This is an optimization exercise on Yosys and OpenROAD, whose aim is small area and a short achievable clock period, not a production implementation. Function was checked by simulation only, so behaviour that the tests miss may differ from the original. Power is estimated from default activity; no workload was simulated.

## JK
// CPU_pipeline
module CPU_pipeline(clk, reset, imem_addr, imem_data, dmem_addr, dmem_wdata, dmem_we, dmem_re, dmem_rdata);
Size in the first run: ~7100 cells after synthesis, roughly 2500 flip-flops, about 290 I/O pins, about 100000 um2 of cells after synthesis.
export LEC_CHECK = 0
export CAP_MARGIN = 20
export CORE_MARGIN = 2
export CORE_UTILIZATION = 50
export SLEW_MARGIN = 20
export SYNTH_HIERARCHICAL = 1
create_clock -name core_clock -period 32.0 [get_ports {clk}]
standard.sh (not shown) runs the stock make flow with config.mk's settings and CLKGATE_MAP_FILE= SYNTH_SCRIPT=/design/flow/synth_recipe.tcl, a recipe that flattens the netlist after the stock synthesis.
==> flow/flow/run.sh <==
#!/bin/bash
# The standard layout (standard.sh), with these changes to how it is made:
# - the port buffers are buf_2 cells instead of the default choice;
# - the clock tree's sinks are clustered in larger groups, without dummy loads;
# - the resizer's repair_timing aims for extra setup slack (the SDC is unchanged).
# The make output goes to flow_make.log here; each ORFS step keeps its own log under orfs/logs/.
set -uo pipefail
export BUFFER_PORTS_ARGS="-buffer_cell sky130_fd_sc_hd__buf_2"
export CTS_ARGS="-sink_clustering_enable -repair_clock_nets -sink_clustering_size 20 -sink_clustering_max_diameter 100 -dont_use_dummy_load"
export SETUP_SLACK_MARGIN=24.2
bash standard.sh finish > flow_make.log 2>&1
Input-level comparison between MS and JK:
==> flow/flow/run.sh <==
#!/bin/bash
# The standard layout (standard.sh), with these changes to how it is made:
# - the port buffers are buf_2 cells instead of the default choice;
# - the clock tree's sinks are clustered in larger groups, without dummy loads;
# - the resizer's repair_timing aims for extra setup slack (the SDC is unchanged);
# - the global router is offered less of met1/met2 (flow/fastroute.tcl).
# The make output goes to flow_make.log here; each ORFS step keeps its own log under orfs/logs/.
set -uo pipefail
HERE=$(pwd)
export BUFFER_PORTS_ARGS="-buffer_cell sky130_fd_sc_hd__buf_2"
export CTS_ARGS="-sink_clustering_enable -repair_clock_nets -sink_clustering_size 24 -sink_clustering_max_diameter 100 -dont_use_dummy_load"
export SETUP_SLACK_MARGIN=24.2
export FASTROUTE_TCL="$HERE/flow/fastroute.tcl"
bash standard.sh finish > flow_make.log 2>&1
==> flow/flow/fastroute.tcl (new file) <==
# Global routing: less of met1 and met2 offered to the global router, so that more
# signal wiring goes to met3 and met4 and the detailed router meets fewer conflicts.
set_global_routing_layer_adjustment met1 0.5
set_global_routing_layer_adjustment met2 0.4
set_global_routing_layer_adjustment met3-met5 0.2

set_routing_layers -clock $::env(MIN_CLK_ROUTING_LAYER)-$::env(MAX_ROUTING_LAYER)
set_routing_layers -signal $::env(MIN_ROUTING_LAYER)-$::env(MAX_ROUTING_LAYER)
--- a/flow/config.mk
+++ b/flow/config.mk
@@ -9,3 +9,3 @@
 export CORE_MARGIN = 2
-export CORE_UTILIZATION = 50
+export CORE_UTILIZATION = 45
 export SLEW_MARGIN = 20
## What came out
- JK → MS: die area up 11%, die span in x rose 5.4%, worst setup margin now sits lower.
- Of MS and JK, the run reporting the higher post-route total power was JK.
#### Input delta (AL over MS)
==> flow/run.sh (new file) <==
#!/bin/bash
# synth_recipe.tcl (not shown) runs the flow's synth.tcl, then flattens the netlist and writes it again
# the make line also repeats each setting of config.mk as NAME=value (left out here)
make -C /OpenROAD-flow-scripts/flow DESIGN_CONFIG=/design/flow/config.mk WORK_HOME=/design/flow/orfs CLKGATE_MAP_FILE= SYNTH_SCRIPT=/design/flow/synth_recipe.tcl finish
--- a/flow/config.mk
+++ b/flow/config.mk
@@ -9,3 +9,5 @@
 export CORE_MARGIN = 2
-export CORE_UTILIZATION = 45
+export CORE_UTILIZATION = 50
+export CTS_CLUSTER_DIAMETER = 100
+export CTS_CLUSTER_SIZE = 20
 export SLEW_MARGIN = 20
removed: flow/flow/run.sh
removed: flow/flow/fastroute.tcl
removed: flow/standard.sh
### Flow results
- The final layout from AL, which completed every stage, passed the timing, DRC and antenna checks at the end of the flow.
- Between MS and AL, the switching share of power figures differ only marginally.
- Summary of the comparison: remaining max-slew budget at the tightest pin is higher in AL, relative to MS.
- Higher global-route wire length before repair goes to MS over AL.
- AL vs MS, capture point of the critical path: imem_addr[45] vs imem_addr[23]
- Final worst slack: AL lower than MS

-- afterwards: timing with drivers on the ports --
The results above use ideal ports. As a check the final layouts listed here were re-extracted and re-timed, cells and wires unchanged.
Step 1 assumes that a clkbuf_16 drives the clock port and a buf_2 every other input.
Step 2 adds t to the input delays and takes it off the output delays; t is the mean of the earliest and latest rising clock arrival at the registers after step 1. Input paths then give back, and output paths get back, about the clock's delay inside the block.
Slacks: ideal ports / drivers / drivers and shift; pairs: ideal ports / drivers.
run | shift t [ns] | setup WS [ns] | worst hold slack (ns) | worst register clock-pin slew, ns
JK | 0.929 | 24.204 / 24.111 / 23.615 | 0.313 / 0.313 / 0.313 | 0.10 / 0.10
MS | 0.939 | 24.109 / 24.027 / 23.659 | 0.272 / 0.272 / 0.272 | 0.10 / 0.10
AL | 0.946 | 23.388 / 23.299 / 23.335 | 0.330 / 0.330 / 0.330 | 0.10 / 0.10
After both steps every run listed still meets setup and hold. The setup slack of JK, which loses most, moves by -0.093 ns with the drivers and by -0.589 ns with both steps.
